Context: an optimization exercise on an open-source flow, tuned for small area and a short achievable clock period. The choices shown serve that exercise and are no tape-out recipe. In this exercise RTL edits were held to simulation tests only and were not proved equivalent to the original. Power figures rest on the tool's default switching activity, not on a simulated workload.

build 88:
==> flow/design.v <==
module CLA_adder (x, y, s, cout, c23);
  input  [23:0] x, y;
  output [23:0] s;
  output cout;
  output c23;           
  wire [23:0] h = x ^ y;
  wire [23:0] a = x & y;
  wire [23:0] o = x | y;
  wire [5:0] g, p;
  genvar j;
  generate
    for (j = 0; j < 6; j = j + 1) begin : gp
      assign g[j] = a[4*j+3] | (a[4*j+2] & o[4*j+3]) | (a[4*j] & o[4*j+3] & o[4*j+2]);
      assign p[j] = &o[4*j+3:4*j];
    end
  endgenerate
  wire [6:0] c;
  assign c[0] = 1'b0;
  assign c[1] = g[0];
  assign c[2] = g[1] | (p[1] & g[0]);
  wire   g30 = g[3] | (p[3] & g[2]);
  wire   p30 = p[3] & p[2];
  assign c[3] = g[2] | (p[2] & c[2]);
  assign c[4] = g30 | (p30 & c[2]);
  assign c[5] = g[4] | (p[4] & c[4]);
  wire   g54 = g[5] | (p[5] & g[4]);
  wire   p54 = p[5] & p[4];
  assign c[6] = g54 | (p54 & c[4]);
  assign cout = c[6];
  generate
    for (j = 0; j < 6; j = j + 1) begin : sm
      wire ci = c[j];
      wire k0 = ci;
      wire k1 = a[4*j]   | (h[4*j] & ci);
      wire k2 = a[4*j+1] | (h[4*j+1] & a[4*j]) | (h[4*j+1] & h[4*j] & ci);
      wire k3 = a[4*j+2] | (h[4*j+2] & a[4*j+1]) | (h[4*j+2] & h[4*j+1] & a[4*j])
              | (h[4*j+2] & h[4*j+1] & h[4*j] & ci);
      assign s[4*j+3:4*j] = h[4*j+3:4*j] ^ {k3, k2, k1, k0};
      if (j == 5) begin : top
        assign c23 = k3;
      end
    end
  endgenerate
endmodule
module fpa_with_regisers (clk, reset, en, inputA, inputB, result, OF);
  input clk, reset, en;
  input [31:0] inputA, inputB;
  output [31:0] result;
  output OF;
  wire [59:0] st_in;
  wire        ofa_in;
  reg  [59:0] st;      
  reg         ofa;     
  reg         fresh;
  wire [34:0] pr_in;
  reg  [34:0] pr;      
  fpa_align al (.A(inputA), .B(inputB), .st(st_in), .ofa(ofa_in));
  always @(posedge clk) begin
    if (en)
      st <= st_in;
    if (reset) begin
      ofa   <= 1'b0;
      fresh <= 1'b1;
    end else if (en) begin
      ofa   <= ofa_in;
      fresh <= 1'b0;
    end
    if (reset | (en & fresh))
      pr <= 35'd0;
    else if (en)
      pr <= pr_in;
  end
  fpa_add  ad (.st(st), .ofa(ofa), .pr(pr_in), .OF(OF));
  fpa_norm nm (.pr(pr), .O(result));
endmodule
module fpa_align (A, B, st, ofa);
  input  [31:0] A, B;
  output [59:0] st;
  output ofa;
  wire [7:0]  ea_raw = A[30:23];
  wire [7:0]  eb_raw = B[30:23];
  wire        ha = |ea_raw;
  wire        hb = |eb_raw;
  wire        a_zero = ~ha & ~|A[22:0];
  wire        b_zero = ~hb & ~|B[22:0];
  wire        sel_a = (&ea_raw) | b_zero;
  wire        sel_b = (&eb_raw) | a_zero;
  wire [7:0]  ea = {ea_raw[7:1], ea_raw[0] | ~ha};
  wire [7:0]  eb = {eb_raw[7:1], eb_raw[0] | ~hb};
  wire        sub = A[31] ^ B[31];
  wire        swap = (A[30:0] <= B[30:0]) & ~sel_a;
  wire [7:0]  e_big   = swap ? eb_raw : ea_raw;
  wire [23:0] m_big   = swap ? {hb, B[22:0]} : {ha, A[22:0]};
  wire [23:0] m_small = swap ? {ha, A[22:0]} ^ {24{sub}} : {hb, B[22:0]} ^ {24{sub}};
  wire        h_small = swap ? ha : hb;
  wire        sign    = swap ? B[31] : A[31];
  wire [8:0]  dab = {1'b0, ea} - {1'b0, eb};
  wire [7:0]  dba = eb - ea;
  wire [7:0]  d   = dab[8] ? dba : dab[7:0];
  wire        eqexp = (ea == eb);
  wire        far = (|d[7:5]) | (d[4] & d[3]);    
  wire [47:0] ext = {{24{sub}}, m_small} >> d[4:0];
  wire [23:0] y   = far ? {24{sub}} : ext[23:0];
  wire        y23 = sub ^ (eqexp & h_small);
  assign ofa = ~(m_big[23] ^ y23);
  assign st = {sel_a | sel_b, sign, eqexp & ~sub, sub, e_big, m_big, y};
endmodule
module fpa_add (st, ofa, pr, OF);
  input  [59:0] st;
  input  ofa;
  output [34:0] pr;
  output OF;
  wire        special = st[59];
  wire        sign    = st[58];
  wire        shr_eq  = st[57];
  wire        sub     = st[56];
  wire [7:0]  e_raw   = st[55:48];
  wire [23:0] x       = st[47:24];
  wire [23:0] y       = st[23:0];
  wire [7:0]  e_big   = {e_raw[7:1], e_raw[0] | ~x[23]};
  wire [23:0] s;
  wire        cout, c23;
  CLA_adder add (.x(x), .y(y), .s(s), .cout(cout), .c23(c23));
  assign OF = ofa & (x[23] ^ c23);
  wire        shr = shr_eq | (~sub & cout);
  reg  [4:0]  z;
  integer i;
  always @(*) begin
    z = 5'd0;
    for (i = 0; i <= 22; i = i + 1)
      if (s[i]) z = 5'd22 - i[4:0];
  end
  wire        norm = ~s[23] & (|s[22:3]);
  wire [22:0] sc = {s[21:0], 1'b0} << {z[4:3], 3'b000};
  reg [7:0]  o_e;
  reg [22:0] o_m;
  reg [2:0]  o_z;
  always @(*) begin
    o_z = 3'd0;
    if (special) begin
      o_e = e_raw;
      o_m = x[22:0];
    end else if (shr) begin
      o_e = e_big + 8'd1;
      o_m = s[23:1];
    end else if (norm) begin
      o_e = e_big - 8'd1 - {3'd0, z};
      o_m = sc;
      o_z = z[2:0];
    end else begin
      o_e = e_big;
      o_m = s[22:0];
    end
  end
  assign pr = {sign, o_e, o_m, o_z};
endmodule
module fpa_norm (pr, O);
  input  [34:0] pr;
  output [31:0] O;
  assign O = {pr[34:26], pr[25:3] << pr[2:0]};
endmodule
==> flow/config.mk <==
export PLATFORM = sky130hd
export DESIGN_NAME = fpa_with_regisers
export DESIGN_NICKNAME = fpa_with_regisers
export VERILOG_FILES = /design/flow/design.v
export SDC_FILE = /design/flow/constraint.sdc
export NUM_CORES = 4
export LEC_CHECK = 0
export ABC_AREA = 1
export CAP_MARGIN = 20
export CORE_MARGIN = 2
export CORE_UTILIZATION = 45
export SLEW_MARGIN = 20
==> flow/constraint.sdc <==
create_clock -name core_clock -period 11.0 [get_ports {clk}]
set_input_delay 2.2000 -clock core_clock [delete_from_list [all_inputs] [get_ports {clk}]]
set_output_delay 2.2000 -clock core_clock [all_outputs]
set_load 0.01 [all_outputs]
standard.sh (not shown) runs the stock make flow with config.mk's settings and CLKGATE_MAP_FILE= SYNTH_SCRIPT=/design/flow/synth_recipe.tcl, a recipe that flattens the netlist after the stock synthesis.
==> flow/flow/run.sh <==
#!/bin/bash
# Layout flow: the standard ORFS flow, with two settings changed:
#  - no full/half-adder cell extraction in synthesis (ABC maps the arithmetic);
#  - repair_timing aims for a setup slack margin that matches the period this
#    design can reach rather than the design's much longer clock period.
# The SDC, the clock period and every other step are the standard flow's own.
set -uo pipefail
bash standard.sh ADDER_MAP_FILE= SETUP_SLACK_MARGIN=6.4 finish > standard.log 2>&1
Build 88 reached the final stage; the timing, design-rule and antenna checks on its layout passed.
For build 48, these inputs were changed with respect to build 88:
# build 88
export LEC_CHECK = 0
export ABC_AREA = 1
export CAP_MARGIN = 20
export CORE_MARGIN = 2
export CORE_UTILIZATION = 45
export SLEW_MARGIN = 20
create_clock -name core_clock -period 11.0 [get_ports {clk}]
# build 48
export LEC_CHECK = 0
export ABC_AREA = 1
export CAP_MARGIN = 20
export CORE_MARGIN = 2
export CORE_UTILIZATION = 30
export SLEW_MARGIN = 20
create_clock -name core_clock -period 11.0 [get_ports {clk}]
--- a/flow/flow/run.sh
+++ b/flow/flow/run.sh
@@ -8 +8 @@
-bash standard.sh ADDER_MAP_FILE= SETUP_SLACK_MARGIN=6.4 finish > standard.log 2>&1
+bash standard.sh ADDER_MAP_FILE= SETUP_SLACK_MARGIN=5.5 finish > standard.log 2>&1
==> comparison <==
Comparing build 48 against build 88, there is no change at all in synthesized area per cell. Last weighted congestion value of the routability-driven placer (higher): build 48. Against build 88, build 48 comes in 20 points lower on area growth from synthesis to layout. Buffer count from post-CTS setup fixing sits lower in build 48 than in build 88. Build 48 and build 88 ended up with roughly the same final hold slack. Looking at critical path depth, build 48 sits below build 88. Taking build 88 as the reference point, the power after layout of build 48 falls by 11%. Build 88 vs build 48, capturing element of the worst setup path: st[18]$_DFFE_PP_ vs st[9]$_DFFE_PP_.
What build 77 does differently from build 48 at the input level:
# build 48
export LEC_CHECK = 0
export ABC_AREA = 1
export CAP_MARGIN = 20
export CORE_MARGIN = 2
export CORE_UTILIZATION = 30
export SLEW_MARGIN = 20
create_clock -name core_clock -period 11.0 [get_ports {clk}]
# build 77
export LEC_CHECK = 0
export ABC_AREA = 1
export CAP_MARGIN = 20
export CORE_MARGIN = 2
export CORE_UTILIZATION = 45
export SLEW_MARGIN = 20
create_clock -name core_clock -period 11.0 [get_ports {clk}]
--- a/flow/flow/run.sh
+++ b/flow/flow/run.sh
@@ -8 +8 @@
-bash standard.sh ADDER_MAP_FILE= SETUP_SLACK_MARGIN=5.5 finish > standard.log 2>&1
+bash standard.sh ADDER_MAP_FILE= SETUP_SLACK_MARGIN=6.0 finish > standard.log 2>&1
[summary]
Die outline area was higher in the run labelled build 48. Comparing build 48 and build 77, the lower via count is on build 48. Compared with build 48, build 77 shows a higher combinational share of power.
For build 56, these inputs were changed with respect to build 77:
--- a/flow/flow/run.sh
+++ b/flow/flow/run.sh
@@ -8 +8 @@
-bash standard.sh ADDER_MAP_FILE= SETUP_SLACK_MARGIN=6.0 finish > standard.log 2>&1
+bash standard.sh ADDER_MAP_FILE= SETUP_SLACK_MARGIN=5.5 finish > standard.log 2>&1
[summary]
- Taking build 77 as the reference point, the power density relative to cell area of build 56 rises by about 2.2%.
- Looking only at final critical delay including setup and external delays, and setting everything else aside, the lower value of build 56 and build 77 goes to build 77.
- In build 56 the sequential share of layout area turned out 1.6 points higher than in build 77.
- Looking at fraction of final layout cells with drive strength greater than 1, build 56 sits 14 points below build 77.
- Compared build 77 against build 56; post-route worst hold slack within noise.
- Diff build 77 -> build 56: number of placement rows now sits at about the same level, proportion of cell area occupied by multi-input gates lost 0.68 points, average wire per standard cell went down about 2%, internal power component decreased by 5.4% relative to the old numbers.

[separate check: timing with driven ports]
In the flow no input, the clock included, has a driving cell. The finished layouts below were timed again as built, in two steps.
Step 1 sets driving cells, clkbuf_16 on the clock port and buf_2 on the other inputs (assumed; they add their load-dependent delay and slew).
Step 2 moves the port delays by t, midway between the first and last clock arrival at a register: inputs arrive t later, outputs are due t later. That takes back most of the time a late clock gives input paths.
Slacks: ideal / step 1 / step 2; pairs: ideal / step 1.
run	t (ns)	setup WS [ns]	worst setup path after step 2
build 88	0.399	5.995 / 5.988 / 5.589	input to register
build 48	0.399	5.633 / 5.649 / 5.251	input to register
build 77	0.406	6.021 / 6.039 / 5.632	input to register
build 56	0.405	5.630 / 5.659 / 5.255	input to register
After both steps every run listed still meets setup and hold. For build 88, which loses most, drivers alone change the setup slack by -0.007 ns; drivers and shift together by -0.406 ns.
